From an optimization exercise on the open Yosys and OpenROAD flow, aimed at small area and a short achievable clock period; shortcuts taken in it are not production practice. Where RTL was checked, it was by simulation tests only, not by an equivalence proof against the original. Function not checked in runs 8 and 9: the RTL went through the layout flow alone. Power and IR drop assume default switching activity.

[config.mk]
export PLATFORM = sky130hd
export DESIGN_NAME = spn_cu
export DESIGN_NICKNAME = spn_cu
export VERILOG_FILES = /design/flow/design.v
export SDC_FILE = /design/flow/constraint.sdc
export NUM_CORES = 4
export LEC_CHECK = 0
export CAP_MARGIN = 20
export CORE_MARGIN = 2
export CORE_UTILIZATION = 40
export PLACE_DENSITY = 0.6
export SLEW_MARGIN = 20
[constraint.sdc]
create_clock -name core_clock -period 5.5 [get_ports {clk}]
set_input_delay 1.1000 -clock core_clock [delete_from_list [all_inputs] [get_ports {clk}]]
set_output_delay 1.1000 -clock core_clock [all_outputs]
set_load 0.01 [all_outputs]
[design.v]
module spn_cu (
    input  logic        clk,
    input  logic        reset,            
    input  logic [1:0]  opcode,           
    input  logic [15:0] data_in,          
    input  logic [31:0] secret_key,       
    output logic [15:0] data_out,         
    output logic [1:0]  valid             
);
    function automatic logic [3:0] sbox(input logic [3:0] x);
        logic w;
        w = ~(x[1] ^ x[2]);
        sbox[0] = x[3] ^ (x[0] & w);
        sbox[1] = ~(x[0] ^ x[1]) ^ (x[3] & ((~x[0] & ~x[2]) | (x[1] & (x[0] ^ x[2]))));
        sbox[2] = x[2] ^ (x[0] & w & ~x[3]);
        sbox[3] = ~(x[0] ^ (x[2] & ~(x[0] & x[1])) ^ (x[3] & ~(x[0] ^ x[1])));
    endfunction
    function automatic logic [3:0] inv_sbox(input logic [3:0] x);
        inv_sbox[0] = ~(x[2] ^ x[3] ^ (x[0] & ~(x[1] ^ (x[2] & x[3]))));
        inv_sbox[1] = x[1] ^ x[2] ^ x[3] ^ (x[0] & (x[3] ? x[1] : x[2]));
        inv_sbox[2] = x[2] ^ (x[0] & ~x[3] & (x[1] ^ x[2]));
        inv_sbox[3] = (~(x[1] | x[2]) | (x[0] & x[1] & x[2])) ^ (x[3] & ~(x[0] ^ x[1] ^ x[2]));
    endfunction
    function automatic logic [15:0] s16(input logic [15:0] x);
        s16 = {sbox(x[15:12]), sbox(x[11:8]), sbox(x[7:4]), sbox(x[3:0])};
    endfunction
    function automatic logic [15:0] si16(input logic [15:0] x);
        si16 = {inv_sbox(x[15:12]), inv_sbox(x[11:8]), inv_sbox(x[7:4]), inv_sbox(x[3:0])};
    endfunction
    logic        st_idle, st_pe, st_pd, st_de, st_dd;
    logic [1:0]  vo;
    logic [15:0] d_reg, k_reg;
    logic [7:0]  x_reg;
    logic        err_in;
    logic [15:0] rk_a, a_enc, a_dec, b_enc, b_dec, a_next, b_next;
    assign err_in = st_idle && (opcode == 2'b11);
    assign st_de  = vo[0] && !vo[1];
    assign st_dd  = vo[1] && !vo[0];
    assign rk_a  = {secret_key[7:0], opcode[1] ? secret_key[31:24] : secret_key[23:16]};
    assign a_enc = s16(data_in ^ rk_a);
    assign a_dec = si16(data_in) ^ rk_a;
    assign a_next = opcode[0] ? {a_enc[13:0], a_enc[15:14]} : {a_dec[1:0], a_dec[15:2]};
    assign b_enc = s16(d_reg ^ k_reg);
    assign b_dec = si16(d_reg) ^ k_reg;
    assign b_next = st_pe ? {b_enc[13:0], b_enc[15:14]} : {b_dec[1:0], b_dec[15:2]};
    always_ff @(posedge clk or posedge reset) begin
        if (reset) begin
            st_idle <= 1'b1;
            st_pe   <= 1'b0;
            st_pd   <= 1'b0;
            vo      <= 2'b00;
        end else begin
            st_idle <= vo[0] | vo[1] | (st_idle && opcode == 2'b00);
            st_pe   <= st_idle && opcode == 2'b01;
            st_pd   <= st_idle && opcode == 2'b10;
            vo      <= {st_pd | err_in, st_pe | err_in};
        end
    end
    always_ff @(posedge clk) begin
        d_reg <= st_idle ? a_next : b_next;
        k_reg <= st_idle ? secret_key[15:0] : {k_reg[7:0], x_reg};
        x_reg <= opcode[0] ? secret_key[31:24] : secret_key[23:16];
    end
    assign data_out = ({16{st_de}} & b_enc) | ({16{st_dd}} & b_dec);
    assign valid    = vo | {err_in, err_in};
endmodule
[flow/run.sh]
#!/bin/bash
set -u
here=$(pwd)
sed "s#SYNTH_SCRIPT=[^ ]*#SYNTH_SCRIPT=$here/flow/my_synth.tcl#" standard.sh > my_standard.sh
export MY_ABC_SCRIPT=$here/flow/abc.scr
export FLOW_SYNTH_TCL=$here/synth_recipe.tcl
extra=()
if [[ -f flow/make_args ]]; then mapfile -t extra < flow/make_args; fi
bash my_standard.sh "BUFFER_PORTS_ARGS=-buffer_cell sky130_fd_sc_hd__buf_1" "ADDER_MAP_FILE=" "${extra[@]}" finish > standard.log 2>&1
[flow/abc.scr]
strash; &get -n; &fraig -x; &put; scorr; dc2; strash; &get -n; &dch -f; &nf -R 1000 -C 32; &put
[flow/make_args]
SETUP_SLACK_MARGIN=2.3
GPL_TIMING_DRIVEN=1
[flow/my_synth.tcl]
# Run the standard flow's synthesis script, but map with the ABC script in MY_ABC_SCRIPT.
proc abc {args} {
  set i [lsearch -exact $args -script]
  if { $i >= 0 } { lset args [expr {$i + 1}] $::env(MY_ABC_SCRIPT) }
  yosys abc {*}$args
}
source $::env(FLOW_SYNTH_TCL)
[standard.sh]
#!/bin/bash
# synth_recipe.tcl (not shown) runs the flow's synth.tcl, then flattens the netlist and writes it again
# the make line also repeats each setting of config.mk as NAME=value (left out here)
make -C /OpenROAD-flow-scripts/flow DESIGN_CONFIG=/design/flow/config.mk WORK_HOME=/design/flow/orfs CLKGATE_MAP_FILE= SYNTH_SCRIPT=/design/flow/synth_recipe.tcl "${@:-finish}"
==> results.py, run 1 <==
metrics = {
    "die": {
        "core_area_sq_um": 9240,
        "start_util": 0.411,
        "pin_count": 70,
        "chipHeight_um": 101,
        "die-area_sq_um": 10300,
        "rows": 35,
        "die_w_um": 101,
    },
    "finish": {
        "final_cell_mix": "buf_1 (68), xnor2_1 (56), nand2_1 (50), a21oi_1 (40), dfxtp_1 (38)",
        "final_common_cell": "buf_1",
        "drive_gt1_frac": 0.0453,
        "regArea_sq_um": 933,
        "antenna_cells": 0,
        "nNetsFinal": 603,
        "utilization": 0.481,
        "multi_input_area_sq_um": 2890,
        "area_growth_pct": 17.0,
        "nFillCells": 946,
    },
    "global_routing": {
        "grt_pass1_wl_mm": 16.8,
        "grt.total_usage": 0.206,
        "grt_pass1_vias": 3409,
        "antenna_found_initial": 0,
        "grt_overflow": 0,
        "grt_start_max_net_pins": 49,
    },
    "pwr": {
        "p_int_mw": 1.27,
        "p_switching_mw": 1.23,
        "p_clk_frac": 0.106,
        "swShare": 0.492,
        "p_leak_nw": 1.59,
        "power_frac_seq": 0.259,
        "comb_power_share": 0.634,
        "power_density_nw_per_um2": 564,
        "irDropWorstVdd_v": 0.000204,
    },
    "timing": {
        "slew_headroom": 0.566,
        "finClkSkew_ns": 0.00686,
        "finalMaxSlewViolations": 0,
        "fin_tns_setup_ns": 0,
        "min_period_ns": 3.07,
        "hold_viol": 0,
        "grt_setup_unrepaired": "true",
        "worst_pin_slew_ns": 0.650,
        "fmax_ghz": 0.326,
        "setup_violations": 0,
        "period_share": 0.557,
    },
    "synthesis": {
        "synthArstFlopShare": 0.111,
        "syn_area_sq_um": 3790,
        "synthesis.nets": 526,
        "synthDistinctLibCells": 35,
        "syn_inst": 474,
        "synth-seq-area-share": 0.244,
        "syn_area_per_cell_sq_um": 8.01,
        "yosysWarnings": 1,
        "synth_seq_cells": 45,
        "synthFlopType": "dfxtp_1",
        "synth-edff-count": 0,
    },
    "clock_tree": {
        "root_buffer": "clkbuf_8",
        "worstSkewPairLatency_ns": 0.30,
        "numCtsBuffers": 5,
        "cts_tree": "yes",
        "clock-sinks": 45,
        "clkTransAtPathRegs_ns": 0.09,
        "clockBufferDepth": 2,
        "htree_levels": 2,
    },
    "run": {
        "drv_cap": 0,
    },
    "run_status": {
        "outcome": "no timing/DRC/antenna violations",
    },
    "critical_path": {
        "rr_startpoint": "st_pe",
        "cp-end-kind": "output port",
        "cpPeakStageDelay_ns": 0.49,
        "cp-start-kind": "flip-flop",
        "crit_start": "d_reg[8]",
        "required_ns": 4.40,
        "path_buf_inv": 2,
        "cpMaxStageDelayCell": "dfxtp_1",
        "critPathMaxFanout": 5,
        "crit_type": "flip-flop to output port",
        "crit_arrival_ns": 1.97,
        "path_delay_family": "compound AO/OA/AOI/OAI gates",
        "cp_cell_sequence": "clkinv_1, o21ai_0, o31a_1, xor2_1, o22ai_1, buf_1",
    },
    "worst_hold_path": {
        "min_path_type": "flip-flop to flip-flop",
        "hp-start": "st_pd",
    },
    "detailed_routing": {
        "drtIter0Drc": 158,
        "drc": 0,
        "ant_nets": 0,
        "routed_via_density": 5.24,
        "wl_mm": 10.3,
        "via_count": 3568,
        "firstDrtPassIters": 4,
        "avgRoutedWirePerCell_um": 15.1,
    },
    "place": {
        "place.gp.congestion": 0.826,
        "port-buffer-count": 69,
        "dpl.hpwl_mm": 8.12,
    },
}
## cell usage after synthesis, drive strengths merged, types with 5 or more instances
cell type / n / area share
a31oi: 5 / 0.0082
nand2b: 13 / 0.021
mux2: 27 / 0.080
nor2: 34 / 0.034
dfxtp: 40 / 0.21
clkinv: 17 / 0.017
nor2b: 10 / 0.016
o311ai: 6 / 0.014
o211ai: 7 / 0.014
xor2: 42 / 0.097
nand2: 50 / 0.049
a21oi: 40 / 0.053
a22o: 7 / 0.016
o31ai: 6 / 0.012
mux2i: 17 / 0.045
o21ai: 39 / 0.051
xnor2: 60 / 0.14
o22ai: 19 / 0.031
## cell families (layout without fill, tap and decap cells)
| group | after synthesis | after routing | synth area share |
|---|---|---|---|
| buf+inv | 17 | 95 | 0.0168 |
| xor+xnor | 102 | 102 | 0.235 |
| mux | 44 | 44 | 0.125 |
| simple gates | 122 | 122 | 0.146 |
| flops | 45 | 45 | 0.244 |
| compound gates | 144 | 144 | 0.232 |
## metal layers
layer	track usage	wire (um)	vias to the layer above
li1	-	-	1844
met1	0.286	4760	1624
met2	0.338	4840	85
met3	0.0228	455	15
met4	0.0572	224	0
met5	0	0	-
## area by class of cell
type / count / share of cell area
Tap cell: 129 / 0.0363
Timing Repair Buffer: 70 / 0.0611
Clock buffer: 6 / 0.0186
Clock inverter: 2 / 0.00845
Multi-Input combinational cell: 412 / 0.651
Inverter: 17 / 0.0144
Sequential cell: 45 / 0.210
## power groups by stage
stage	combinational, mW	sequential [mW]	clock, mW
floorplan	1.18	0.576	0
global placement	1.50	0.629	0
global route	1.77	0.673	0.285
finish	1.59	0.650	0.266
CTS	1.55	0.628	0.272
detailed placement	1.53	0.633	0
## final timing paths
kind,endpoint,slack [ns],cells after the start
max in group asynchronous,st_idle,4.66,2
min in group asynchronous,vo[1],0.63,2
min reg2reg,vo[1],0.43,1
max reg2reg,d_reg[13],3.59,3
max,data_out[10],2.43,6
min,vo[1],0.43,1
## through the flow
| stage | setup slack (ns) | instances | hold WS (ns) | instance area, sq um | total power, mW |
|---|---|---|---|---|---|
| after floorplan | 2.93 | 474 | 0.408 | 3790 | 1.76 |
| after global placement | 2.12 | 673 | 0.417 | 4220 | 2.13 |
| after detailed placement | 2.11 | 673 | 0.423 | 4220 | 2.17 |
| after CTS | 2.33 | 681 | 0.441 | 4360 | 2.45 |
| after global routing | 2.25 | 681 | 0.454 | 4440 | 2.72 |
| final | 2.43 | 681 | 0.434 | 4440 | 2.51 |
## timing repair
item	4_1_cts	5_1_grt
gates resized for setup	4	18
setup buffers	0	0
setup endpoints to repair	4	14
hold buffers	0	0
## worst reg2reg max path: stages (launching register included)
cell and delay, ns:
dfrtp_1 0.74, clkinv_1 0.54, mux2i_1 0.23, mux2_1 0.28
==> run 2, diff against run 1 <==
==> flow/make_args (replaced) <==
SETUP_SLACK_MARGIN=2.4
==> run 2 against run 1 <==
  * Sequential power is 3.8% higher
  * Clock power about the same
  * Utilization is 1.1 points higher
  * Clock skew fell by 0.0016 ns
  * Still clean
==> results.py, run 2 <==
metrics = {
    "run_status": {
        "outcome": "no timing/DRC/antenna violations",
    },
    "synthesis": {
        "synthArstFlopShare": 0.111,
        "netlist.area_leader.share": 0.211,
        "synth_most_common_cell": "xnor2_1",
        "synth.largest_area_cell": "dfxtp_1",
        "synth_seq_cells": 45,
        "synthesis.nets": 526,
        "synth-seq-area-share": 0.244,
        "synth_xor_area_frac": 0.235,
        "synth_top_family_by_area": "XOR/XNOR gates",
        "synth-adder-area-share": 0,
        "synth_compound_area_frac": 0.232,
        "synthTopCellsByArea": "dfxtp_1 (21%), xnor2_1 (14%), xor2_1 (9.7%)",
        "yosys.area_share.simple": 0.146,
        "yosysWarnings": 1,
        "synth-edff-count": 0,
        "synthFlopType": "dfxtp_1",
        "synthMuxAreaShare": 0.125,
        "syn_area_sq_um": 3790,
        "synthDistinctLibCells": 35,
        "synth_common_cells": "xnor2_1 (60), nand2_1 (50), xor2_1 (42)",
        "syn_area_per_cell_sq_um": 8.01,
        "syn_inst": 474,
    },
    "global_routing": {
        "antenna_found_initial": 0,
        "grt.total_usage": 0.207,
        "grt_pass1_wl_mm": 16.8,
        "grt_start_max_net_pins": 49,
        "grt_overflow": 0,
        "grt_pass1_vias": 3412,
    },
    "clock_tree": {
        "htree_levels": 2,
        "clkTransAtPathRegs_ns": 0.09,
        "worstSkewPairLatency_ns": 0.30,
        "numCtsBuffers": 5,
        "clockBufferDepth": 2,
        "clock-sinks": 45,
        "cts_tree": "yes",
        "root_buffer": "clkbuf_8",
        "hold_buffers": 0,
    },
    "detailed_routing": {
        "firstDrtPassIters": 5,
        "drc": 0,
        "ant_nets": 0,
        "drtIter0Drc": 157,
        "via_count": 3617,
        "avgRoutedWirePerCell_um": 15.2,
        "wl_mm": 10.4,
        "routed_via_density": 5.30,
    },
    "timing": {
        "setup_violations": 0,
        "grt_setup_unrepaired": "false",
        "period_share": 0.545,
        "finalMaxSlewViolations": 0,
        "fmax_ghz": 0.334,
        "hold_viol": 0,
        "slew_headroom": 0.564,
        "worst_pin_slew_ns": 0.654,
        "finClkSkew_ns": 0.00528,
        "min_period_ns": 3.00,
        "fin_tns_setup_ns": 0,
    },
    "die": {
        "die_w_um": 101,
        "die-area_sq_um": 10300,
        "rows": 35,
        "core_area_sq_um": 9240,
        "start_util": 0.411,
        "chipHeight_um": 101,
        "pin_count": 70,
    },
    "finish": {
        "stdcell_count": 683,
        "final_common_cell": "buf_1",
        "nFillCells": 933,
        "nNetsFinal": 605,
        "drive_gt1_frac": 0.0812,
        "antenna_cells": 0,
        "final_cell_mix": "buf_1 (68), xnor2_1 (56), nand2_1 (50), a21oi_1 (40), nor2_1 (34)",
        "area_growth_pct": 19.7,
    },
    "pwr": {
        "p_leak_nw": 1.62,
        "irDropWorstVdd_v": 0.000196,
        "power_density_nw_per_um2": 567,
    },
    "critical_path": {
        "critPathMaxFanout": 4,
        "cpPeakStageDelay_ns": 0.45,
        "crit_type": "flip-flop to output port",
        "required_ns": 4.40,
        "cp-start-kind": "flip-flop",
        "cpMostUsedCell": "xnor2_1",
        "crit_arrival_ns": 1.90,
        "cpMaxStageDelayCell": "dfxtp_1",
        "cp_cell_sequence": "xor2_2, xnor2_1, nand2b_1, xnor2_1, o22ai_1, buf_1",
        "cp-end-kind": "output port",
    },
    "place": {
        "dpl.hpwl_mm": 8.12,
        "place.gp.congestion": 0.826,
        "port-buffer-count": 69,
        "dp_cells": 673,
    },
    "run": {
        "drv_cap": 0,
    },
    "worst_hold_path": {
        "min_path_type": "flip-flop to flip-flop",
    },
}
run 2: final cells by class:
type,instances,area (sq um),share of cell area
clock buffers,6,82.6,0.0182
repair buffers,72,295,0.0650
multi-input cells,412,2950,0.649
clock inverters,2,37.5,0.00826
well taps,129,161,0.0355
inverters,17,63.8,0.0140
flip-flops and latches,45,953,0.210
run 2: layer usage:
| metal | part of all wire | global-route usage | vias to the layer above | routed length, um |
|---|---|---|---|---|
| li1 | - | - | 1849 | - |
| met1 | 0.45 | 0.288 | 1661 | 4710 |
| met4 | 0.018 | 0.0572 | 0 | 189 |
| met5 | 0 | 0 | - | 0 |
| met3 | 0.047 | 0.0228 | 13 | 488 |
| met2 | 0.48 | 0.340 | 94 | 4970 |
run 2: cells by family after synthesis:
group,Yosys count
AO/OA/AOI/OAI,144
AND/OR/NAND/NOR,122
XOR/XNOR,102
flip-flops,45
multiplexers,44
buffers and inverters,17
run 2: worst paths after layout:
check                          from          end  slack [ns]  cells past startpoint
hold / removal                st_pd        vo[1]        0.43                      1
hold reg to reg               st_pd        vo[1]        0.43                      1
setup / recovery           k_reg[5]  data_out[7]        2.50                      6
max in group asynchronous     reset      st_idle        4.66                      2
setup reg to reg              st_pe    d_reg[13]        3.60                      3
min in group asynchronous     reset        vo[1]        0.63                      2
run 2: critical path, delay by kind of cell, from the launching register on:
kind	cells	cell delay, ns
DFF	1	0.45
and+or+nand+nor	1	0.16
buffers and inverters	1	0.19
AOI/OAI and AO/OA	1	0.23
xor gates and xnor gates	3	0.55
run 2: through the flow:
stage	hold WS (ns)	util	worst slack, ns	cell area [sq um]	total power [mW]
5_1_grt	0.457	0.492	2.39	4540	2.80
3_5_place_dp	0.423	0.457	2.11	4220	2.17
6_report	0.433	0.492	2.50	4540	2.58
2_1_floorplan	0.408	-	2.93	3790	1.76
4_1_cts	0.441	0.475	2.40	4390	2.47
3_3_place_gp	0.417	0.457	2.12	4220	2.13
run 2: timing repair:
item,in CTS,in global routing
endpoints found under the setup margin,12,18
gates cloned,0,0
resized for setup,11,37
pin swaps,0,1
setup buffers,0,2
run 2: report_power, final:
| part | switching [mW] | total [mW] | internal (mW) | leakage, nW |
|---|---|---|---|---|
| combinational | 0.915 | 1.64 | 0.720 | 1.16 |
| clock | 0.117 | 0.265 | 0.148 | 0.0574 |
| sequential | 0.224 | 0.675 | 0.451 | 0.403 |
| total | 1.26 | 2.58 | 1.32 | 1.62 |
==> run 3, diff against run 2 <==
==> flow/abc.scr (replaced) <==
&get -n
&st
&dch
&nf
&st
&syn2
&if -g -K 6
&synch2
&nf
&st
&syn2
&if -g -K 6
&synch2
&nf
&st
&syn2
&if -g -K 6
&synch2
&nf
&st
&syn2
&if -g -K 6
&synch2
&nf
&st
&syn2
&if -g -K 6
&synch2
&nf
&put
buffer -c
topo
stime -c
upsize -c
dnsize -c
==> flow/make_args (replaced) <==
SETUP_SLACK_MARGIN=2.3
==> run 3 against run 2 <==
  * Clock skew about the same
  * Critical path type unchanged
  * Area after synthesis up 16%
  * Still clean on timing, DRC and antenna
  * Flip-flop and latch count unchanged
  * Largest power group unchanged
==> results.py, run 3 <==
metrics = {
    "run_status": {
        "outcome": "no timing/DRC/antenna violations",
    },
    "critical_path": {
        "crit_arrival_ns": 2.05,
        "r2r-end": "d_reg[6]",
        "cp-start-kind": "flip-flop",
        "required_ns": 4.40,
        "crit_start": "d_reg[4]",
        "reg2regPathDepth": 5,
        "crit_type": "flip-flop to output port",
        "rr_startpoint": "st_pe",
        "cpMaxStageDelayCell": "dfxtp_1",
        "cpPeakStageDelay_ns": 0.48,
        "critPathMaxFanout": 6,
        "r2r_setup_slack_ns": 3.41,
        "cp_cell_sequence": "xnor2_2, nand2b_1, a21boi_0, a221oi_2, o22ai_1, buf_1",
        "cp-end-kind": "output port",
    },
    "die": {
        "die-area_sq_um": 11900,
        "start_util": 0.408,
        "pin_count": 70,
        "rows": 38,
        "core_area_sq_um": 10800,
        "die_w_um": 109,
        "chipHeight_um": 109,
    },
    "detailed_routing": {
        "avgRoutedWirePerCell_um": 16.2,
        "wl_mm": 11.7,
        "drtIter0Drc": 336,
        "ant_nets": 0,
        "routed_via_density": 5.57,
        "drc": 0,
        "firstDrtPassIters": 5,
        "via_count": 4030,
    },
    "worst_hold_path": {
        "hp-start": "st_pd",
        "holdPathStages": 1,
        "min_path_type": "flip-flop to flip-flop",
        "min_to": "vo[1]",
    },
    "timing": {
        "hold_ws_ns": 0.433,
        "slew_headroom": 0.580,
        "hold_viol": 0,
        "setup_violations": 0,
        "finalMaxSlewViolations": 0,
        "fin_tns_setup_ns": 0,
        "worst_pin_slew_ns": 0.631,
        "grt_setup_unrepaired": "true",
        "period_share": 0.573,
        "finClkSkew_ns": 0.00551,
        "min_period_ns": 3.15,
        "fmax_ghz": 0.317,
    },
    "place": {
        "dpl.hpwl_mm": 9.18,
        "place.gp.congestion": 0.861,
        "port-buffer-count": 69,
    },
    "global_routing": {
        "grt_pass1_wl_mm": 18.5,
        "grt_overflow": 0,
        "antenna_found_initial": 0,
        "grt.total_usage": 0.202,
        "grt_pass1_vias": 3655,
        "grt_start_max_net_pins": 39,
    },
    "finish": {
        "drive_gt1_frac": 0.141,
        "final_common_cell": "buf_1",
        "nNetsFinal": 634,
        "final_cell_mix": "buf_1 (68), nor2_1 (53), xnor2_1 (40), xor2_1 (38), mux2_2 (31)",
        "antenna_cells": 0,
        "regArea_sq_um": 945,
        "multi_input_area_sq_um": 3340,
        "area_growth_pct": 11.0,
        "nFillCells": 1057,
    },
    "synthesis": {
        "synth-seq-area-share": 0.211,
        "netlist.area_leader.share": 0.182,
        "synthesis.nets": 595,
        "synthArstFlopShare": 0.111,
        "syn_area_sq_um": 4400,
        "yosysWarnings": 1,
        "synthDistinctLibCells": 62,
        "synth_most_common_cell": "nor2_1",
        "synth_common_cells": "nor2_1 (53), xnor2_1 (45), xor2_1 (42)",
        "synthTopCellsByArea": "dfxtp_1 (18%), xnor2_1 (9.0%), xor2_1 (8.4%)",
        "synthFlopType": "dfxtp_1",
        "syn_area_per_cell_sq_um": 8.10,
        "synth-edff-count": 0,
        "synth_seq_cells": 45,
        "synth.largest_area_cell": "dfxtp_1",
        "syn_inst": 543,
    },
    "clock_tree": {
        "worstSkewPairLatency_ns": 0.30,
        "clockBufferDepth": 2,
        "clock-sinks": 45,
        "root_buffer": "clkbuf_8",
        "numCtsBuffers": 5,
        "cts_tree": "yes",
        "htree_levels": 2,
        "clkTransAtPathRegs_ns": 0.09,
    },
    "run": {
        "drv_cap": 0,
    },
    "pwr": {
        "power_density_nw_per_um2": 536,
        "p_leak_nw": 1.85,
        "irDropWorstVdd_v": 0.000330,
    },
}
-- run 3: cell count changes in the layout (fill, tap and decap cells not counted), sizes merged, moves of 7 or more --
cell    before  now
xnor2       60   48
clkinv      17    2
a21oi       40   26
o21ai       39   25
a211oi       2   13
inv          0    9
a22o         7    0
nor2        34   53
and3         0    8
nor3         1   15
nand2b      13   24
nand2       50   25
mux2i       17   30
-- run 3: worst max-delay path by stage --
stage	to	slack, ns	depth (start not counted)
5_1_grt	data_out[9]	2.27	5
2_1_floorplan	valid[0]	2.74	3
6_report	data_out[7]	2.35	6
4_1_cts	data_out[9]	2.31	6
3_5_place_dp	valid[0]	1.90	4
3_3_place_gp	valid[0]	1.90	4
-- run 3: logic make-up (layout without fill, tap and decap cells) --
family | after synthesis | after routing | share of synthesized area
adders and majority gates | 1 | 1 | 0.00228
buffers and inverters | 50 | 90 | 0.0498
muxes | 62 | 62 | 0.160
xor gates and xnor gates | 93 | 93 | 0.198
AOI/OAI and AO/OA | 132 | 132 | 0.199
and+or+nand+nor | 160 | 160 | 0.179
DFF | 45 | 45 | 0.211
-- run 3: repair_timing --
| action | 4_1_cts | 5_1_grt |
|---|---|---|
| gates cloned | 0 | 0 |
| hold buffers | 0 | 0 |
| setup endpoints to repair | 5 | 14 |
| resized for setup | 8 | 20 |
| buffers inserted | 0 | 2 |
-- run 3: area by class of cell --
class,count,share of cell area
timing repair buffer,72,0.0579
sequential,45,0.193
tap,140,0.0359
clock buffer,7,0.0197
multi-input combinational,448,0.684
clock inverter,1,0.00102
inverter,10,0.00768
-- run 3: power breakdown --
group / switching [mW] / internal [mW]
combinational: 0.930 / 0.747
sequential: 0.262 / 0.445
clock: 0.119 / 0.114
-- run 3: worst max-delay path, delay by kind of cell, from the launching register on --
| kind | cells | cell delay, ns |
|---|---|---|
| simple gates | 1 | 0.19 |
| buf+inv | 1 | 0.19 |
| xor+xnor | 1 | 0.20 |
| compound gates | 3 | 0.68 |
| flops | 1 | 0.48 |
-- run 3: metal layers --
metal / global-route usage / share of wire
met1: 0.277 / 0.46
met2: 0.332 / 0.47
met3: 0.0185 / 0.050
met4: 0.0659 / 0.025
met5: 0 / 0
-- run 3: metrics by stage --
| stage | util | cell area [sq um] | setup slack [ns] | std cells | total power, mW |
|---|---|---|---|---|---|
| floorplan | - | 4400 | 2.74 | 543 | 1.88 |
| global placement | 0.432 | 4660 | 1.90 | 713 | 2.22 |
| detailed placement | 0.432 | 4660 | 1.90 | 713 | 2.25 |
| CTS | 0.443 | 4780 | 2.31 | 721 | 2.50 |
| global route | 0.453 | 4880 | 2.27 | 723 | 2.82 |
| finish | 0.453 | 4880 | 2.35 | 723 | 2.62 |
==> run 4, diff against run 3 <==
==> flow/abc.scr (replaced) <==
strash; &get -n; &fraig -x; &put; scorr; dc2; strash; &get -n; &synch2; &nf -R 1000; &put
==> run 4 against run 3 <==
  * Sequential power is 9.9% lower
  * Combinational power is 4% lower
  * Cell count is 5.9% lower
  * Highest routed layer unchanged
==> results.py, run 4 <==
metrics = {
    "timing": {
        "hold_viol": 0,
        "slew_headroom": 0.462,
        "min_period_ns": 3.10,
        "worst_pin_slew_ns": 0.807,
        "fmax_ghz": 0.323,
        "finClkSkew_ns": 0.00256,
        "period_share": 0.563,
        "grt_setup_unrepaired": "true",
        "setup_violations": 0,
        "finalMaxSlewViolations": 0,
        "layout_setup_ws_ns": 2.40,
        "fin_tns_setup_ns": 0,
    },
    "synthesis": {
        "synthArstFlopShare": 0.111,
        "synthDistinctLibCells": 33,
        "yosysWarnings": 1,
        "synth-edff-count": 0,
        "synth-seq-area-share": 0.242,
        "synthesis.nets": 526,
        "syn_inst": 474,
        "synthTopCellsByArea": "dfxtp_1 (21%), xnor2_1 (13%), xor2_1 (10%)",
        "synthFlopType": "dfxtp_1",
        "syn_area_per_cell_sq_um": 8.10,
        "synth_most_common_cell": "xnor2_1",
        "netlist.area_leader.share": 0.209,
        "synth.largest_area_cell": "dfxtp_1",
        "synth_seq_cells": 45,
        "synth_common_cells": "xnor2_1 (58), xor2_1 (45), nand2_1 (44)",
        "syn_area_sq_um": 3840,
    },
    "detailed_routing": {
        "firstDrtPassIters": 4,
        "drc": 0,
        "wl_mm": 9.91,
        "ant_nets": 0,
        "avgRoutedWirePerCell_um": 14.6,
        "via_count": 3569,
        "drtIter0Drc": 187,
        "routed_via_density": 5.25,
    },
    "finish": {
        "final_cell_mix": "buf_1 (67), xnor2_1 (56), nand2_1 (44), a21oi_1 (40), xor2_1 (39)",
        "nNetsFinal": 602,
        "drive_gt1_frac": 0.0399,
        "final_common_cell": "buf_1",
        "utilization": 0.480,
        "antenna_cells": 0,
        "area_growth_pct": 16.1,
    },
    "die": {
        "die-area_sq_um": 10400,
        "rows": 35,
        "die_w_um": 102,
        "core_area_sq_um": 9280,
        "start_util": 0.413,
        "pin_count": 70,
        "chipHeight_um": 102,
    },
    "pwr": {
        "p_leak_nw": 1.64,
        "p_switching_mw": 1.24,
        "power_frac_seq": 0.254,
        "swShare": 0.493,
        "total_power_mw": 2.51,
        "power_density_nw_per_um2": 563,
        "p_clk_frac": 0.106,
        "irDropWorstVdd_v": 0.000181,
        "p_int_mw": 1.27,
        "comb_power_share": 0.640,
    },
    "critical_path": {
        "reg2regPathDepth": 3,
        "rr_startpoint": "st_idle",
        "cp-end-kind": "output port",
        "crit_start": "d_reg[10]",
        "r2r-end": "d_reg[4]",
        "cp-start-kind": "flip-flop",
        "path_delay_family": "XOR/XNOR gates",
        "required_ns": 4.40,
        "crit_type": "flip-flop to output port",
        "crit_arrival_ns": 2.00,
        "cpPeakStageDelay_ns": 0.46,
        "r2r_setup_slack_ns": 3.56,
        "path_buf_inv": 2,
        "cpMaxStageDelayCell": "dfxtp_1",
        "cp_cell_sequence": "xor2_2, clkinv_1, o21ai_0, xor2_1, o22ai_1, buf_1",
        "critPathMaxFanout": 5,
    },
    "worst_hold_path": {
        "holdPathStages": 1,
        "min_to": "vo[1]",
        "hp-start": "st_pd",
        "min_path_type": "flip-flop to flip-flop",
    },
    "clock_tree": {
        "clkTransAtPathRegs_ns": 0.09,
        "worstSkewPairLatency_ns": 0.29,
        "cts_tree": "yes",
        "post_cts_buffers": 0,
        "clock-sinks": 45,
        "numCtsBuffers": 5,
        "htree_levels": 2,
        "root_buffer": "clkbuf_8",
        "hold_buffers": 0,
        "clockBufferDepth": 2,
    },
    "place": {
        "place.gp.congestion": 0.900,
        "dpl.hpwl_mm": 7.92,
        "port-buffer-count": 69,
        "dp_worst_setup_slack_ns": 2.01,
    },
    "run": {
        "drv_cap": 0,
    },
    "global_routing": {
        "grt.total_usage": 0.192,
        "grt_pass1_wl_mm": 15.8,
        "grt_pass1_vias": 3260,
        "grt_start_max_net_pins": 45,
        "grt_overflow": 0,
        "antenna_found_initial": 0,
    },
    "run_status": {
        "outcome": "no timing/DRC/antenna violations",
    },
}
run 4: changes by cell type after synthesis, sizes merged, moves of 8 or more:
cell	previous run	this run
nand2	25	44
o21ai	25	34
and3	8	0
nand2b	24	14
a211oi	13	0
inv	9	0
clkinv	1	16
nor2	53	32
buf	24	0
clkbuf	16	0
xnor2	48	58
a21oi	26	40
run 4: power by group through the flow:
| stage | sequential, mW | combinational (mW) | clock, mW |
|---|---|---|---|
| floorplan | 0.575 | 1.19 | 0 |
| detailed placement | 0.628 | 1.56 | 0 |
| CTS | 0.623 | 1.57 | 0.271 |
| global placement | 0.623 | 1.53 | 0 |
| finish | 0.637 | 1.61 | 0.265 |
| global route | 0.660 | 1.77 | 0.282 |
run 4: worst max path at each step:
stage | slack (ns) | cells after the start | endpoint
after detailed placement | 2.01 | 4 | valid[0]
after floorplan | 2.87 | 4 | data_out[14]
after global routing | 2.24 | 6 | data_out[1]
final | 2.40 | 6 | data_out[11]
after CTS | 2.30 | 4 | valid[0]
after global placement | 2.06 | 4 | valid[0]
run 4: cell type report:
type,count,area (sq um)
fill,965,4830
clock buffer,6,82.6
tap,129,161
inverter,16,60.1
clock inverter,2,37.5
timing repair buffer,69,268
multi-input combinational,413,2910
sequential,45,935
run 4: kinds of logic after synthesis:
| logic type | share of synthesized area |
|---|---|
| compound gates | 0.191 |
| xor+xnor | 0.235 |
| simple gates | 0.155 |
| flops | 0.242 |
| mux | 0.161 |
| buf+inv | 0.0157 |
run 4: repair_timing:
action	4_1_cts	5_1_grt
pin swaps	0	0
gates resized for setup	4	12
setup endpoints to repair	4	9
run 4: per-stage QoR:
step,area (sq um),cells,hold WS (ns)
3_3_place_gp,4260,672,0.414
3_5_place_dp,4260,672,0.415
6_report,4450,680,0.435
5_1_grt,4450,680,0.471
2_1_floorplan,3840,474,0.408
4_1_cts,4400,680,0.430
run 4: routing by layer:
metal | part of all wire | track usage | vias up | wire (um)
met5 | 0 | 0 | - | 0
met2 | 0.46 | 0.313 | 104 | 4580
met4 | 0.016 | 0.0533 | 0 | 161
li1 | - | - | 1827 | -
met1 | 0.46 | 0.269 | 1627 | 4570
met3 | 0.061 | 0.0212 | 11 | 600
==> run 5, diff against run 4 <==
==> flow/abc.scr (replaced) <==
strash; &get -n; &fraig -x; &put; scorr; dc2; strash; &get -n; &dch -f; &nf -R 1000 -C 32; &put
==> flow/make_args (replaced) <==
SETUP_SLACK_MARGIN=2.3
CORE_UTILIZATION=50
PLACE_DENSITY=0.7
==> run 5 against run 4 <==
  * Largest power group unchanged
  * Flip-flop and latch count did not move
  * Cell count down 4.3%
  * Die area fell by 20%
  * Area after synthesis fell by 1.1%
  * Still clean
  * Synthesized cell count unchanged
  * Hold slack is essentially flat
  * Design area is 2.5% lower
  * Sequential power is 2% higher
  * First-iteration DRC count rose by 29%
  * Non-clock buffer count increased by 1
  * Critical path type unchanged
  * Worst setup slack worse by 0.00063 ns
==> results.py, run 5 <==
metrics = {
    "detailed_routing": {
        "firstDrtPassIters": 5,
        "drc": 0,
        "routed_via_density": 5.59,
        "avgRoutedWirePerCell_um": 14.8,
        "drtIter0Drc": 241,
        "ant_nets": 0,
        "wl_mm": 9.65,
        "via_count": 3641,
    },
    "synthesis": {
        "yosysWarnings": 1,
        "synthArstFlopShare": 0.111,
        "synthesis.nets": 526,
        "synthDistinctLibCells": 35,
        "synth_most_common_cell": "xnor2_1",
        "synth_seq_cells": 45,
        "synthFlopType": "dfxtp_1",
        "synth-edff-count": 0,
        "syn_area_sq_um": 3790,
        "syn_area_per_cell_sq_um": 8.01,
        "synth_common_cells": "xnor2_1 (60), nand2_1 (50), xor2_1 (42)",
        "synth-seq-area-share": 0.244,
        "synthTopCellsByArea": "dfxtp_1 (21%), xnor2_1 (14%), xor2_1 (9.7%)",
        "syn_inst": 474,
        "synth.largest_area_cell": "dfxtp_1",
        "netlist.area_leader.share": 0.211,
    },
    "pwr": {
        "power_density_nw_per_um2": 558,
        "p_switching_mw": 1.22,
        "swShare": 0.502,
        "p_clk_frac": 0.083,
        "power_frac_seq": 0.267,
        "comb_power_share": 0.650,
        "total_power_mw": 2.42,
        "irDropWorstVdd_v": 0.000156,
        "p_int_mw": 1.21,
        "p_leak_nw": 1.57,
    },
    "die": {
        "die_w_um": 91.1,
        "rows": 31,
        "start_util": 0.520,
        "chipHeight_um": 91.1,
        "core_area_sq_um": 7290,
        "die-area_sq_um": 8300,
        "pin_count": 70,
    },
    "worst_hold_path": {
        "min_path_type": "flip-flop to flip-flop",
    },
    "timing": {
        "setup_violations": 0,
        "finClkSkew_ns": 0.00652,
        "hold_viol": 0,
        "fmax_ghz": 0.323,
        "layout_setup_ws_ns": 2.40,
        "grt_setup_unrepaired": "true",
        "fin_tns_setup_ns": 0,
        "slew_headroom": 0.575,
        "period_share": 0.563,
        "min_period_ns": 3.10,
        "worst_pin_slew_ns": 0.638,
        "finalMaxSlewViolations": 0,
    },
    "place": {
        "dp_worst_setup_slack_ns": 2.11,
        "dpl.hpwl_mm": 7.61,
        "place.gp.congestion": 0.917,
        "dp_cells": 643,
        "port-buffer-count": 69,
    },
    "finish": {
        "antenna_cells": 0,
        "final_cell_mix": "buf_1 (68), xnor2_1 (57), nand2_1 (50), a21oi_1 (40), dfxtp_1 (38)",
        "stdcell_count": 651,
        "final_common_cell": "buf_1",
        "nFillCells": 727,
        "area_growth_pct": 14.5,
        "nNetsFinal": 603,
        "drive_gt1_frac": 0.0362,
    },
    "critical_path": {
        "crit_type": "flip-flop to output port",
        "crit_arrival_ns": 2.00,
        "critPathMaxFanout": 9,
        "required_ns": 4.40,
        "cp-end-kind": "output port",
        "cp-start-kind": "flip-flop",
        "r2r_setup_slack_ns": 3.65,
    },
    "clock_tree": {
        "htree_levels": 2,
        "clkTransAtPathRegs_ns": 0.08,
        "root_buffer": "clkbuf_8",
        "worstSkewPairLatency_ns": 0.30,
        "post_cts_buffers": 0,
        "numCtsBuffers": 5,
        "clockBufferDepth": 2,
        "clock-sinks": 45,
        "cts_tree": "yes",
    },
    "global_routing": {
        "grt.total_usage": 0.234,
        "grt_pass1_vias": 3294,
        "grt_pass1_wl_mm": 15.8,
        "antenna_found_initial": 0,
        "grt_start_max_net_pins": 49,
        "grt_overflow": 0,
    },
    "run": {
        "drv_cap": 0,
    },
    "run_status": {
        "outcome": "no timing/DRC/antenna violations",
    },
}
==> run 5: through the flow <==
step | cell area [sq um] | util | hold slack [ns]
final | 4340 | 0.596 | 0.436
after global placement | 4190 | 0.574 | 0.418
after detailed placement | 4190 | 0.574 | 0.425
after global routing | 4340 | 0.596 | 0.474
after CTS | 4280 | 0.587 | 0.442
after floorplan | 3790 | - | 0.408
==> run 5: cell families (layout without fill, tap and decap cells) <==
group,count (synthesis),count (layout),synth area share
simple gates,122,122,0.146
xor+xnor,102,102,0.235
mux,44,44,0.125
flops,45,45,0.244
buf+inv,17,95,0.0168
compound gates,144,144,0.232
==> run 5: worst max-delay path, cell delays in order, from the launching register on <==
cell and delay [ns]:
dfxtp_1 0.49, xor2_1 0.44, nand2b_1 0.15, xnor2_1 0.29, o22ai_1 0.15, buf_1 0.18
==> run 5: final timing paths <==
check                      cells after the start  startpoint          end
setup / recovery                               5    d_reg[7]  data_out[7]
hold / removal                                 1       st_pd        vo[1]
setup reg to reg                               3       st_pe    d_reg[13]
hold reg to reg                                1       st_pd        vo[1]
max in group asynchronous                      2       reset      st_idle
min in group asynchronous                      2       reset        vo[1]
==> run 5: layout make-up <==
type	count	area, sq um	area share
sequential	45	933	0.215
clock inverter	1	7.51	0.00173
tap	99	124	0.0285
multi-input combinational	412	2870	0.661
timing repair buffer	70	268	0.0616
inverter	17	63.8	0.0147
clock buffer	7	76.3	0.0176
==> run 5: power by group through the flow <==
stage                     Combinational, mW  Clock (mW)  Sequential, mW
after global routing                   1.73       0.221           0.671
after CTS                              1.53       0.207           0.625
after global placement                 1.49           0           0.627
after detailed placement               1.52           0           0.631
after floorplan                        1.18           0           0.576
final                                  1.57       0.201           0.647
==> run 5: what timing repair did <==
action	CTS	global route
hold buffers	0	0
pin swaps	0	0
resized for setup	2	15
setup endpoints to repair	4	16
==> run 5: metal layers <==
metal	up-vias	global-route usage	routed length [um]
li1	1848	-	-
met1	1673	0.315	4350
met2	104	0.390	4600
met3	16	0.0340	524
met4	0	0.0619	173
met5	-	0	0
==> run 6, diff against run 5 <==
==> flow/make_args (replaced) <==
SETUP_SLACK_MARGIN=2.3
==> run 6 against run 5 <==
  * Worst setup slack better by 0.032 ns
  * Critical path type unchanged
  * Largest power group unchanged
  * Cell count up 4.6%
  * Combinational power about the same
  * Synthesized cell count unchanged
  * Die area up 24%
  * Clock power up 32%
  * Global-route usage down 2.8 points
  * Register-to-register slack worse by 0.06 ns
  * Highest routed layer unchanged
  * Flip-flop and latch count unchanged
  * Sequential share of layout area down 0.47 points
  * Non-clock buffer count unchanged
  * Still clean
==> results.py, run 6 <==
metrics = {
    "run_status": {
        "outcome": "no timing/DRC/antenna violations",
    },
    "timing": {
        "slew_headroom": 0.566,
        "finalMaxSlewViolations": 0,
        "period_share": 0.557,
        "grt_setup_unrepaired": "true",
        "fin_tns_setup_ns": 0,
        "worst_pin_slew_ns": 0.650,
        "min_period_ns": 3.07,
        "setup_violations": 0,
        "fmax_ghz": 0.326,
        "finClkSkew_ns": 0.00686,
        "hold_viol": 0,
    },
    "global_routing": {
        "grt_pass1_wl_mm": 16.8,
        "grt_start_max_net_pins": 49,
        "grt_overflow": 0,
        "antenna_found_initial": 0,
        "grt.total_usage": 0.206,
        "grt_pass1_vias": 3409,
    },
    "critical_path": {
        "cpMaxStageDelayCell": "dfxtp_1",
        "path_delay_family": "compound AO/OA/AOI/OAI gates",
        "required_ns": 4.40,
        "cpPeakStageDelay_ns": 0.49,
        "cp-end-kind": "output port",
        "crit_arrival_ns": 1.97,
        "crit_type": "flip-flop to output port",
        "path_buf_inv": 2,
        "cp-start-kind": "flip-flop",
        "critPathMaxFanout": 5,
        "cp_cell_sequence": "clkinv_1, o21ai_0, o31a_1, xor2_1, o22ai_1, buf_1",
    },
    "die": {
        "rows": 35,
        "die_w_um": 101,
        "core_area_sq_um": 9240,
        "start_util": 0.411,
        "die-area_sq_um": 10300,
        "chipHeight_um": 101,
        "pin_count": 70,
    },
    "synthesis": {
        "synthFlopType": "dfxtp_1",
        "netlist.area_leader.share": 0.211,
        "syn_area_per_cell_sq_um": 8.01,
        "synthArstFlopShare": 0.111,
        "synth.largest_area_cell": "dfxtp_1",
        "synth_most_common_cell": "xnor2_1",
        "synth_common_cells": "xnor2_1 (60), nand2_1 (50), xor2_1 (42)",
        "synth_seq_cells": 45,
        "synthDistinctLibCells": 35,
        "yosysWarnings": 1,
        "synthesis.nets": 526,
        "synthTopCellsByArea": "dfxtp_1 (21%), xnor2_1 (14%), xor2_1 (9.7%)",
        "syn_inst": 474,
        "syn_area_sq_um": 3790,
        "synth-edff-count": 0,
        "synth-seq-area-share": 0.244,
    },
    "finish": {
        "antenna_cells": 0,
        "nNetsFinal": 603,
        "nFillCells": 946,
        "multi_input_area_sq_um": 2890,
        "area_growth_pct": 17.0,
        "final_common_cell": "buf_1",
        "regArea_sq_um": 933,
        "final_cell_mix": "buf_1 (68), xnor2_1 (56), nand2_1 (50), a21oi_1 (40), dfxtp_1 (38)",
        "drive_gt1_frac": 0.0453,
    },
    "pwr": {
        "power_density_nw_per_um2": 564,
        "total_power_mw": 2.51,
        "irDropWorstVdd_v": 0.000204,
        "p_leak_nw": 1.59,
    },
    "worst_hold_path": {
        "min_path_type": "flip-flop to flip-flop",
    },
    "detailed_routing": {
        "drc": 0,
        "via_count": 3568,
        "routed_via_density": 5.24,
        "firstDrtPassIters": 4,
        "drtIter0Drc": 158,
        "wl_mm": 10.3,
        "avgRoutedWirePerCell_um": 15.1,
        "ant_nets": 0,
    },
    "clock_tree": {
        "post_cts_buffers": 0,
        "htree_levels": 2,
        "clkTransAtPathRegs_ns": 0.09,
        "numCtsBuffers": 5,
        "clockBufferDepth": 2,
        "cts_tree": "yes",
        "root_buffer": "clkbuf_8",
        "clock-sinks": 45,
        "worstSkewPairLatency_ns": 0.30,
    },
    "run": {
        "drv_cap": 0,
    },
    "place": {
        "dpl.hpwl_mm": 8.12,
        "port-buffer-count": 69,
        "place.gp.congestion": 0.826,
    },
}
[run 6: cell counts after synthesis]
No cell type changed its count.
[run 6: logic make-up after synthesis]
logic type / after synthesis / synth area share
and+or+nand+nor: 122 / 0.146
AOI/OAI and AO/OA: 144 / 0.232
DFF: 45 / 0.244
xor gates and xnor gates: 102 / 0.235
muxes: 44 / 0.125
buffers and inverters: 17 / 0.0168
[run 6: path summary, 6_finish.rpt]
| kind | startpoint | endpoint | slack [ns] | cells after the start |
|---|---|---|---|---|
| hold reg to reg | st_pd | vo[1] | 0.43 | 1 |
| setup / recovery | d_reg[8] | data_out[10] | 2.43 | 6 |
| max in group asynchronous | reset | st_idle | 4.66 | 2 |
| hold / removal | st_pd | vo[1] | 0.43 | 1 |
| setup reg to reg | st_pe | d_reg[13] | 3.59 | 3 |
| min in group asynchronous | reset | vo[1] | 0.63 | 2 |
[run 6: layout make-up]
cell class	count	share of cell area
clock inverter	2	0.00845
multi-input combinational	412	0.651
inverter	17	0.0144
clock buffer	6	0.0186
tap	129	0.0363
timing repair buffer	70	0.0611
sequential	45	0.210
[run 6: power breakdown]
part           internal [mW]  total, mW  switching, mW
Sequential             0.438      0.650          0.212
Combinational          0.688       1.59          0.901
Clock                  0.148      0.266          0.119
Total                   1.27       2.51           1.23
[run 6: stage by stage]
stage	utilization	instance area, sq um	worst slack (ns)	cells	hold slack [ns]
3_5_place_dp	0.457	4220	2.11	673	0.423
2_1_floorplan	-	3790	2.93	474	0.408
3_3_place_gp	0.457	4220	2.12	673	0.417
4_1_cts	0.471	4360	2.33	681	0.441
6_report	0.481	4440	2.43	681	0.434
5_1_grt	0.481	4440	2.25	681	0.454
[run 6: repair_timing]
action | CTS | global route
setup endpoints to repair | 4 | 14
gates resized for setup | 4 | 18
hold buffers | 0 | 0
[run 6: metal layers]
layer | share of wire | vias to the layer above | global-route usage
li1 | - | 1844 | -
met2 | 0.47 | 85 | 0.338
met3 | 0.044 | 15 | 0.0228
met1 | 0.46 | 1624 | 0.286
met4 | 0.022 | 0 | 0.0572
met5 | 0 | - | 0
==> run 7, diff against run 6 <==
==> flow/make_args (replaced) <==
SETUP_SLACK_MARGIN=2.3
CORE_UTILIZATION=30
PLACE_DENSITY=0.5
==> run 7 against run 6 <==
  * Total power up 2.9%
  * Critical path type unchanged
  * Combinational power about the same
  * Via count up 0.73%
  * Design area up 2.3%
  * First-iteration DRC count down 1.3%
  * Area after synthesis unchanged
  * Register-to-register slack better by 0.03 ns
  * Hold slack better by 0.0014 ns
  * Flip-flop and latch count unchanged
  * Routed wire length up 7.1%
  * Utilization down 12 points
  * Sequential power up 1%
==> results.py, run 7 <==
metrics = {
    "timing": {
        "finalMaxSlewViolations": 0,
        "grt_setup_unrepaired": "true",
        "min_period_ns": 3.08,
        "fin_tns_setup_ns": 0,
        "fmax_ghz": 0.325,
        "hold_ws_ns": 0.436,
        "hold_viol": 0,
        "slew_headroom": 0.548,
        "setup_violations": 0,
        "period_share": 0.559,
        "finClkSkew_ns": 0.00213,
        "worst_pin_slew_ns": 0.678,
        "layout_setup_ws_ns": 2.42,
    },
    "synthesis": {
        "synth_compound_area_frac": 0.232,
        "synthesis.nets": 526,
        "synth_most_common_cell": "xnor2_1",
        "synth_top_family_by_area": "XOR/XNOR gates",
        "synthDistinctLibCells": 35,
        "synthTopCellsByArea": "dfxtp_1 (21%), xnor2_1 (14%), xor2_1 (9.7%)",
        "synthArstFlopShare": 0.111,
        "netlist.area_leader.share": 0.211,
        "syn_area_per_cell_sq_um": 8.01,
        "synth_seq_cells": 45,
        "synth_xor_area_frac": 0.235,
        "syn_inst": 474,
        "synth.largest_area_cell": "dfxtp_1",
        "synth-seq-area-share": 0.244,
        "yosys.area_share.simple": 0.146,
        "synth-edff-count": 0,
        "synthFlopType": "dfxtp_1",
        "synthMuxAreaShare": 0.125,
        "synth-adder-area-share": 0,
        "synth_common_cells": "xnor2_1 (60), nand2_1 (50), xor2_1 (42)",
        "yosysWarnings": 1,
        "syn_area_sq_um": 3790,
    },
    "detailed_routing": {
        "drtIter0Drc": 156,
        "firstDrtPassIters": 4,
        "drc": 0,
        "routed_via_density": 4.96,
        "via_count": 3594,
        "avgRoutedWirePerCell_um": 15.2,
        "wl_mm": 11.0,
        "ant_nets": 0,
    },
    "clock_tree": {
        "clkTransAtPathRegs_ns": 0.06,
        "post_cts_resize_count": 5,
        "numCtsBuffers": 5,
        "cts_tree": "yes",
        "worstSkewPairLatency_ns": 0.28,
        "post_cts_buffers": 0,
        "htree_levels": 2,
        "clockBufferDepth": 2,
        "root_buffer": "clkbuf_16",
        "clock-sinks": 45,
        "hold_buffers": 0,
    },
    "finish": {
        "final_common_cell": "buf_1",
        "utilization": 0.364,
        "drive_gt1_frac": 0.0417,
        "area_growth_pct": 19.7,
        "stdcell_area_sq_um": 4540,
        "antenna_cells": 0,
        "nNetsFinal": 603,
        "final_cell_mix": "buf_1 (68), xnor2_1 (57), nand2_1 (50), a21oi_1 (40), dfxtp_1 (38)",
    },
    "global_routing": {
        "grt_overflow": 0,
        "grt_start_max_net_pins": 49,
        "grt_pass1_wl_mm": 17.8,
        "grt.total_usage": 0.168,
        "grt_pass1_vias": 3541,
        "antenna_found_initial": 0,
    },
    "die": {
        "chipHeight_um": 116,
        "die_w_um": 116,
        "pin_count": 70,
        "rows": 41,
        "start_util": 0.304,
        "core_area_sq_um": 12500,
        "die-area_sq_um": 13600,
    },
    "pwr": {
        "p_switching_mw": 1.26,
        "p_clk_frac": 0.122,
        "power_density_nw_per_um2": 567,
        "swShare": 0.488,
        "irDropWorstVdd_v": 0.000173,
        "p_leak_nw": 1.61,
        "p_int_mw": 1.32,
        "power_frac_seq": 0.256,
        "comb_power_share": 0.622,
    },
    "place": {
        "dpl.hpwl_mm": 8.90,
        "place.gp.congestion": 0.813,
        "dpl_cell_area_sq_um": 4280,
        "port-buffer-count": 69,
        "dp_worst_setup_slack_ns": 2.07,
    },
    "worst_hold_path": {
        "min_path_type": "flip-flop to flip-flop",
    },
    "run": {
        "drv_cap": 0,
    },
    "critical_path": {
        "critPathMaxFanout": 6,
        "required_ns": 4.40,
        "cp-start-kind": "flip-flop",
        "cp_cell_sequence": "xor2_2, nor2_1, or2_0, a21oi_1, xnor2_1, o22ai_1, buf_1",
        "crit_arrival_ns": 1.98,
        "cpMaxStageDelayCell": "dfxtp_1",
        "path_delay_family": "flip-flops",
        "crit_type": "flip-flop to output port",
        "path_buf_inv": 1,
        "cp-end-kind": "output port",
        "cpPeakStageDelay_ns": 0.45,
    },
    "run_status": {
        "outcome": "no timing/DRC/antenna violations",
    },
}
[run 7: cell counts after synthesis]
Identical to the previous run, type by type.
[run 7: power by group through the flow]
| stage | combinational (mW) | sequential [mW] | clock, mW |
|---|---|---|---|
| after global placement | 1.54 | 0.635 | 0 |
| after floorplan | 1.18 | 0.576 | 0 |
| after global routing | 1.79 | 0.683 | 0.339 |
| final | 1.60 | 0.659 | 0.315 |
| after detailed placement | 1.56 | 0.637 | 0 |
| after CTS | 1.57 | 0.635 | 0.324 |
[run 7: path summary, 6_finish.rpt]
path                            from            to  slack [ns]  depth (start not counted)
hold reg to reg                st_pd         vo[1]        0.44                          1
min in group asynchronous      reset         vo[1]        0.66                          2
setup / recovery           d_reg[13]  data_out[13]        2.42                          7
max in group asynchronous      reset       st_idle        4.63                          2
hold / removal                 st_pd         vo[1]        0.44                          1
setup reg to reg               st_pe     d_reg[13]        3.62                          3
[run 7: layout make-up]
type                            count  area (sq um)
Clock buffer                        7           153
Clock inverter                      1          5.00
Fill cell                        1346          7920
Inverter                           17          63.8
Multi-Input combinational cell    412          2900
Sequential cell                    45           933
Tap cell                          172           215
Timing Repair Buffer               70           272
[run 7: per-layer routing]
metal / wire length, um / track usage / share of wire
met1: 5290 / 0.228 / 0.48
met2: 5100 / 0.286 / 0.46
met3: 477 / 0.0213 / 0.043
met4: 144 / 0.0397 / 0.013
met5: 0 / 0 / 0
[run 7: logic make-up (layout without fill, tap and decap cells)]
logic type	count (synthesis)	after routing
AOI/OAI and AO/OA	144	144
xor gates and xnor gates	102	102
buffers and inverters	17	95
DFF	45	45
muxes	44	44
and+or+nand+nor	122	122
[run 7: through the flow]
stage	power, mW	std cells
floorplan	1.76	474
global placement	2.17	716
detailed placement	2.19	716
CTS	2.53	724
global route	2.81	724
finish	2.58	724
==> run 8, diff against run 7 <==
--- a/design.v
+++ b/design.v
@@ -37,8 +37,8 @@
     assign st_de  = vo[0] && !vo[1];
     assign st_dd  = vo[1] && !vo[0];
-    assign rk_a  = {secret_key[7:0], opcode[1] ? secret_key[31:24] : secret_key[23:16]};
+    assign rk_a  = {secret_key[7:0], opcode[0] ? secret_key[23:16] : secret_key[31:24]};
     assign a_enc = s16(data_in ^ rk_a);
     assign a_dec = si16(data_in) ^ rk_a;
-    assign a_next = opcode[0] ? {a_enc[13:0], a_enc[15:14]} : {a_dec[1:0], a_dec[15:2]};
+    assign a_next = opcode[1] ? {a_dec[1:0], a_dec[15:2]} : {a_enc[13:0], a_enc[15:14]};
     assign b_enc = s16(d_reg ^ k_reg);
     assign b_dec = si16(d_reg) ^ k_reg;
==> flow/make_args (replaced) <==
SETUP_SLACK_MARGIN=2.5
==> run 8 against run 7 <==
  * Still clean on timing, DRC and antenna
  * Hold slack improved by 0.0047 ns
  * First-iteration DRC count up 12%
  * Fmax grew 5.3%
  * Synthesized cell count increased by 1.3%
  * Clock power fell by 36%
  * Critical path type unchanged
==> results.py, run 8 <==
metrics = {
    "synthesis": {
        "synth-edff-count": 0,
        "syn_area_per_cell_sq_um": 7.90,
        "syn_inst": 480,
        "yosys.area_share.simple": 0.156,
        "syn_area_sq_um": 3790,
        "synth-adder-area-share": 0,
        "synth_top_family_by_area": "compound AO/OA/AOI/OAI gates",
        "synthArstFlopShare": 0.111,
        "netlist.area_leader.share": 0.211,
        "synthMuxAreaShare": 0.120,
        "synthDistinctLibCells": 34,
        "synth.largest_area_cell": "dfxtp_1",
        "synthFlopType": "dfxtp_1",
        "synth_xor_area_frac": 0.229,
        "synthesis.nets": 532,
        "synthTopCellsByArea": "dfxtp_1 (21%), xnor2_1 (13%), xor2_1 (9.5%)",
        "synth_compound_area_frac": 0.235,
        "synth_most_common_cell": "xnor2_1",
        "synth_seq_cells": 45,
        "synth-seq-area-share": 0.245,
        "synth_common_cells": "xnor2_1 (58), nand2_1 (55), o21ai_0 (52)",
        "yosysWarnings": 1,
    },
    "clock_tree": {
        "clockBufferDepth": 2,
        "hold_buffers": 0,
        "numCtsBuffers": 5,
        "worstSkewPairLatency_ns": 0.30,
        "clkTransAtPathRegs_ns": 0.08,
        "clock-sinks": 45,
        "root_buffer": "clkbuf_8",
        "htree_levels": 2,
        "cts_tree": "yes",
    },
    "timing": {
        "hold_ws_ns": 0.440,
        "finClkSkew_ns": 0.00618,
        "setup_violations": 0,
        "grt_setup_unrepaired": "true",
        "worst_pin_slew_ns": 0.639,
        "finalMaxSlewViolations": 0,
        "hold_viol": 0,
        "min_period_ns": 2.92,
        "fin_tns_setup_ns": 0,
        "slew_headroom": 0.574,
        "fmax_ghz": 0.342,
        "period_share": 0.531,
    },
    "global_routing": {
        "grt_pass1_vias": 3256,
        "antenna_found_initial": 0,
        "grt_start_max_net_pins": 52,
        "grt_overflow": 0,
        "grt_pass1_wl_mm": 15.9,
        "grt.total_usage": 0.197,
    },
    "pwr": {
        "power_frac_seq": 0.265,
        "p_int_mw": 1.36,
        "power_density_nw_per_um2": 569,
        "p_clk_frac": 0.076,
        "p_switching_mw": 1.28,
        "irDropWorstVdd_v": 0.000219,
        "p_leak_nw": 1.70,
        "comb_power_share": 0.658,
        "swShare": 0.485,
    },
    "finish": {
        "final_common_cell": "buf_1",
        "multi_input_area_sq_um": 3020,
        "nNetsFinal": 621,
        "area_growth_pct": 22.8,
        "final_cell_mix": "buf_1 (64), nand2_1 (55), xnor2_1 (54), o21ai_0 (44), nor2_1 (37)",
        "regArea_sq_um": 975,
        "nFillCells": 905,
        "antenna_cells": 0,
        "drive_gt1_frac": 0.121,
    },
    "detailed_routing": {
        "drtIter0Drc": 175,
        "wl_mm": 10.1,
        "routed_via_density": 5.37,
        "avgRoutedWirePerCell_um": 14.8,
        "via_count": 3658,
        "firstDrtPassIters": 4,
        "ant_nets": 0,
        "drc": 0,
    },
    "die": {
        "rows": 35,
        "pin_count": 70,
        "die-area_sq_um": 10300,
        "start_util": 0.412,
        "core_area_sq_um": 9200,
        "die_w_um": 101,
        "chipHeight_um": 101,
    },
    "critical_path": {
        "cpMostUsedCell": "o31ai_1",
        "cp-start-kind": "flip-flop",
        "cp_cell_sequence": "xor2_4, o21ai_2, o31ai_1, o31ai_1, o22ai_1, clkbuf_2",
        "crit_arrival_ns": 1.82,
        "crit_type": "flip-flop to output port",
        "cpPeakStageDelay_ns": 0.41,
        "critPathMaxFanout": 7,
        "path_delay_family": "compound AO/OA/AOI/OAI gates",
        "cp-end-kind": "output port",
        "cpMaxStageDelayCell": "dfxtp_4",
        "required_ns": 4.40,
        "path_buf_inv": 1,
    },
    "place": {
        "place.gp.congestion": 0.889,
        "dpl.hpwl_mm": 7.89,
        "port-buffer-count": 69,
    },
    "run_status": {
        "outcome": "no timing/DRC/antenna violations",
    },
    "worst_hold_path": {
        "min_path_type": "flip-flop to flip-flop",
    },
    "run": {
        "drv_cap": 0,
    },
}
run 8: repair_timing:
action | 4_1_cts | 5_1_grt
pin swaps | 2 | 7
setup endpoints to repair | 17 | 18
gates resized for setup | 28 | 49
setup buffers | 5 | 6
run 8: final timing paths:
check                         start           to  slack, ns  depth (start not counted)
setup / recovery           d_reg[1]  data_out[2]       2.58                          6
hold / removal                st_pd        vo[1]       0.44                          1
setup reg to reg           d_reg[4]     d_reg[4]       3.73                          6
hold reg to reg               st_pd        vo[1]       0.44                          1
max in group asynchronous     reset      st_idle       4.66                          2
min in group asynchronous     reset        st_pd       0.62                          2
run 8: kinds of logic (layout without fill, tap and decap cells):
logic type      count (synthesis)  in the layout
compound gates                148            148
xor+xnor                       99             99
simple gates                  131            131
flops                          45             45
buf+inv                        15            105
mux                            42             42
run 8: stage by stage:
stage                     power, mW  std cells  area (sq um)  setup slack [ns]  utilization
after floorplan                1.75        480          3790              2.83            -
after global placement         2.11        661          4200              1.74        0.456
after detailed placement       2.14        662          4210              2.04        0.457
after CTS                      2.46        675          4430              2.45        0.482
after global routing           2.86        681          4650              2.46        0.506
final                          2.65        681          4650              2.58        0.506
run 8: power by group through the flow:
stage,Combinational [mW],Clock (mW),Sequential (mW)
floorplan,1.17,0,0.577
global placement,1.49,0,0.628
detailed placement,1.51,0,0.633
CTS,1.60,0.206,0.654
global route,1.91,0.219,0.733
finish,1.74,0.202,0.703
run 8: final cells by class:
class,count,area share
Multi-Input combinational cell,420,0.648
Sequential cell,45,0.209
Timing Repair Buffer,82,0.0828
Tap cell,111,0.0298
Clock buffer,7,0.0164
Inverter,15,0.0121
Clock inverter,1,0.00108
run 8: per-layer routing:
layer  wire [um]  global-route usage  share of wire
met5           0                   0              0
met4          89              0.0405         0.0088
met2        4960               0.343           0.49
met3         499              0.0331          0.049
met1        4530               0.256           0.45
==> run 9, diff against run 8 <==
==> flow/make_args (replaced) <==
SETUP_SLACK_MARGIN=2.3
==> run 9 against run 8 <==
  * Routed wire length decreased by 3.7%
  * Synthesized cell count unchanged
  * Utilization decreased by 3.0 points
  * Hold slack better by 0.0025 ns
==> results.py, run 9 <==
metrics = {
    "die": {
        "die_w_um": 101,
        "chipHeight_um": 101,
        "die-area_sq_um": 10300,
        "core_area_sq_um": 9200,
        "start_util": 0.412,
        "pin_count": 70,
        "rows": 35,
    },
    "synthesis": {
        "yosysWarnings": 1,
        "synth-edff-count": 0,
        "synth.largest_area_cell": "dfxtp_1",
        "synth-adder-area-share": 0,
        "synthTopCellsByArea": "dfxtp_1 (21%), xnor2_1 (13%), xor2_1 (9.5%)",
        "synthDistinctLibCells": 34,
        "synth_top_family_by_area": "compound AO/OA/AOI/OAI gates",
        "syn_area_per_cell_sq_um": 7.90,
        "syn_inst": 480,
        "synth_compound_area_frac": 0.235,
        "synth-seq-area-share": 0.245,
        "synthesis.nets": 532,
        "netlist.area_leader.share": 0.211,
        "syn_area_sq_um": 3790,
        "synth_xor_area_frac": 0.229,
        "synthFlopType": "dfxtp_1",
        "synth_common_cells": "xnor2_1 (58), nand2_1 (55), o21ai_0 (52)",
        "synth_seq_cells": 45,
        "synth_most_common_cell": "xnor2_1",
        "yosys.area_share.simple": 0.156,
        "synthMuxAreaShare": 0.120,
        "synthArstFlopShare": 0.111,
    },
    "finish": {
        "regArea_sq_um": 937,
        "nFillCells": 941,
        "multi_input_area_sq_um": 2880,
        "stdcell_area_sq_um": 4370,
        "final_common_cell": "buf_1",
        "final_cell_mix": "buf_1 (68), xnor2_1 (56), nand2_1 (55), o21ai_0 (51)",
        "drive_gt1_frac": 0.0447,
        "area_growth_pct": 15.4,
        "antenna_cells": 0,
        "nNetsFinal": 610,
    },
    "place": {
        "port-buffer-count": 69,
        "dpl_cell_area_sq_um": 4210,
        "dp_worst_setup_slack_ns": 2.04,
        "dpl.hpwl_mm": 7.89,
        "place.gp.congestion": 0.889,
    },
    "clock_tree": {
        "worstSkewPairLatency_ns": 0.30,
        "cts_tree": "yes",
        "numCtsBuffers": 5,
        "htree_levels": 2,
        "clkTransAtPathRegs_ns": 0.09,
        "hold_buffers": 0,
        "post_cts_buffers": 0,
        "clock-sinks": 45,
        "clockBufferDepth": 2,
        "root_buffer": "clkbuf_8",
    },
    "run": {
        "drv_cap": 0,
    },
    "timing": {
        "hold_viol": 0,
        "finClkSkew_ns": 0.00792,
        "setup_violations": 0,
        "min_period_ns": 3.16,
        "layout_setup_ws_ns": 2.34,
        "fmax_ghz": 0.317,
        "worst_pin_slew_ns": 0.644,
        "grt_setup_unrepaired": "true",
        "slew_headroom": 0.571,
        "period_share": 0.574,
        "finalMaxSlewViolations": 0,
        "fin_tns_setup_ns": 0,
    },
    "detailed_routing": {
        "drc": 0,
        "avgRoutedWirePerCell_um": 14.5,
        "drtIter0Drc": 139,
        "wl_mm": 9.71,
        "ant_nets": 0,
        "routed_via_density": 5.37,
        "via_count": 3595,
        "firstDrtPassIters": 4,
    },
    "global_routing": {
        "grt_pass1_wl_mm": 15.7,
        "grt.total_usage": 0.193,
        "grt_pass1_vias": 3197,
        "antenna_found_initial": 0,
        "grt_start_max_net_pins": 52,
        "grt_overflow": 0,
    },
    "critical_path": {
        "reg2regPathDepth": 8,
        "crit_type": "flip-flop to output port",
        "required_ns": 4.40,
        "rr_startpoint": "d_reg[5]",
        "critPathMaxFanout": 7,
        "cp-start-kind": "flip-flop",
        "r2r_setup_slack_ns": 3.53,
        "crit_start": "d_reg[5]",
        "crit_arrival_ns": 2.06,
        "cp-end-kind": "output port",
        "r2r-end": "d_reg[8]",
    },
    "worst_hold_path": {
        "min_path_type": "flip-flop to flip-flop",
        "min_to": "vo[1]",
        "hp-start": "st_pd",
        "holdPathStages": 1,
    },
    "pwr": {
        "p_leak_nw": 1.59,
        "power_density_nw_per_um2": 548,
        "irDropWorstVdd_v": 0.000169,
    },
    "run_status": {
        "outcome": "no timing/DRC/antenna violations",
    },
}
[run 9: kinds of logic (layout without fill, tap and decap cells)]
group	Yosys count	count (layout)
AOI/OAI and AO/OA	148	148
xor gates and xnor gates	99	99
buffers and inverters	15	94
DFF	45	45
muxes	42	42
and+or+nand+nor	131	131
[run 9: cell type report]
cell class / instances / area share
inverter: 15 / 0.0129
clock buffer: 7 / 0.0174
clock inverter: 1 / 0.00114
tap: 111 / 0.0318
sequential: 45 / 0.214
multi-input combinational: 420 / 0.659
timing repair buffer: 71 / 0.0638
[run 9: timing repair]
item / CTS / global route
endpoints found under the setup margin: 7 / 8
cloned: 0 / 0
resized for setup: 6 / 12
pin swaps: 0 / 2
[run 9: report_power, final]
group / switching [mW] / internal (mW) / total (mW) / leakage, nW
logic: 0.873 / 0.671 / 1.54 / 1.15
clock network: 0.115 / 0.0894 / 0.204 / 0.0422
registers: 0.208 / 0.442 / 0.650 / 0.402
[run 9: worst max path at each step]
stage,end,slack [ns],cells past startpoint
2_1_floorplan,d_reg[4],2.83,8
3_3_place_gp,d_reg[4],1.74,9
3_5_place_dp,d_reg[8],2.04,10
4_1_cts,valid[0],2.34,3
5_1_grt,data_out[6],2.14,7
6_report,data_out[6],2.34,7
[run 9: through the flow]
stage,hold WS (ns),instances,power (mW),utilization
after floorplan,0.408,480,1.75,-
after global placement,0.417,661,2.11,0.456
after detailed placement,0.421,662,2.14,0.457
after CTS,0.445,670,2.36,0.469
after global routing,0.457,670,2.61,0.476
final,0.443,670,2.40,0.476
[run 9: critical path, cell delays in order (launching register included)]
cell and delay, ns:
dfxtp_1 0.50, xor2_2 0.24, o21ai_0 0.14, a21oi_1 0.20, nor2b_1 0.18, xor2_1 0.19
o22ai_1 0.13, buf_1 0.17
[run 9: routing by layer]
layer | track usage | routed length, um
met1 | 0.254 | 4470
met2 | 0.334 | 4590
met3 | 0.0324 | 560
met4 | 0.0405 | 89
met5 | 0 | 0

==> separate check: timing with driven ports <==
No port has a modelled driver above. Below, the same layouts with a new extraction and two added sets of constraints.
Step 1 sets driving cells, clkbuf_16 on the clock port and buf_2 on the other inputs (assumed; they add their load-dependent delay and slew).
Step 2 also shifts input and output timing later by t, the mid clock arrival at the registers, as if the neighbouring blocks saw the same clock.
Slacks: ideal ports / drivers / drivers and shift; pairs: ideal ports / drivers.
| run | t, ns | setup slack, ns |
|---|---|---|
| run 1 | 0.329 | 2.435 / 2.403 / 2.432 |
| run 2 | 0.328 | 2.504 / 2.472 / 2.438 |
| run 3 | 0.337 | 2.350 / 2.314 / 2.394 |
| run 4 | 0.325 | 2.403 / 2.372 / 2.484 |
| run 5 | 0.323 | 2.402 / 2.374 / 2.388 |
| run 6 | 0.329 | 2.435 / 2.403 / 2.432 |
| run 7 | 0.320 | 2.424 / 2.384 / 2.404 |
| run 8 | 0.331 | 2.580 / 2.550 / 2.391 |
| run 9 | 0.330 | 2.341 / 2.312 / 2.293 |
After both steps setup and hold are still met in every run listed.
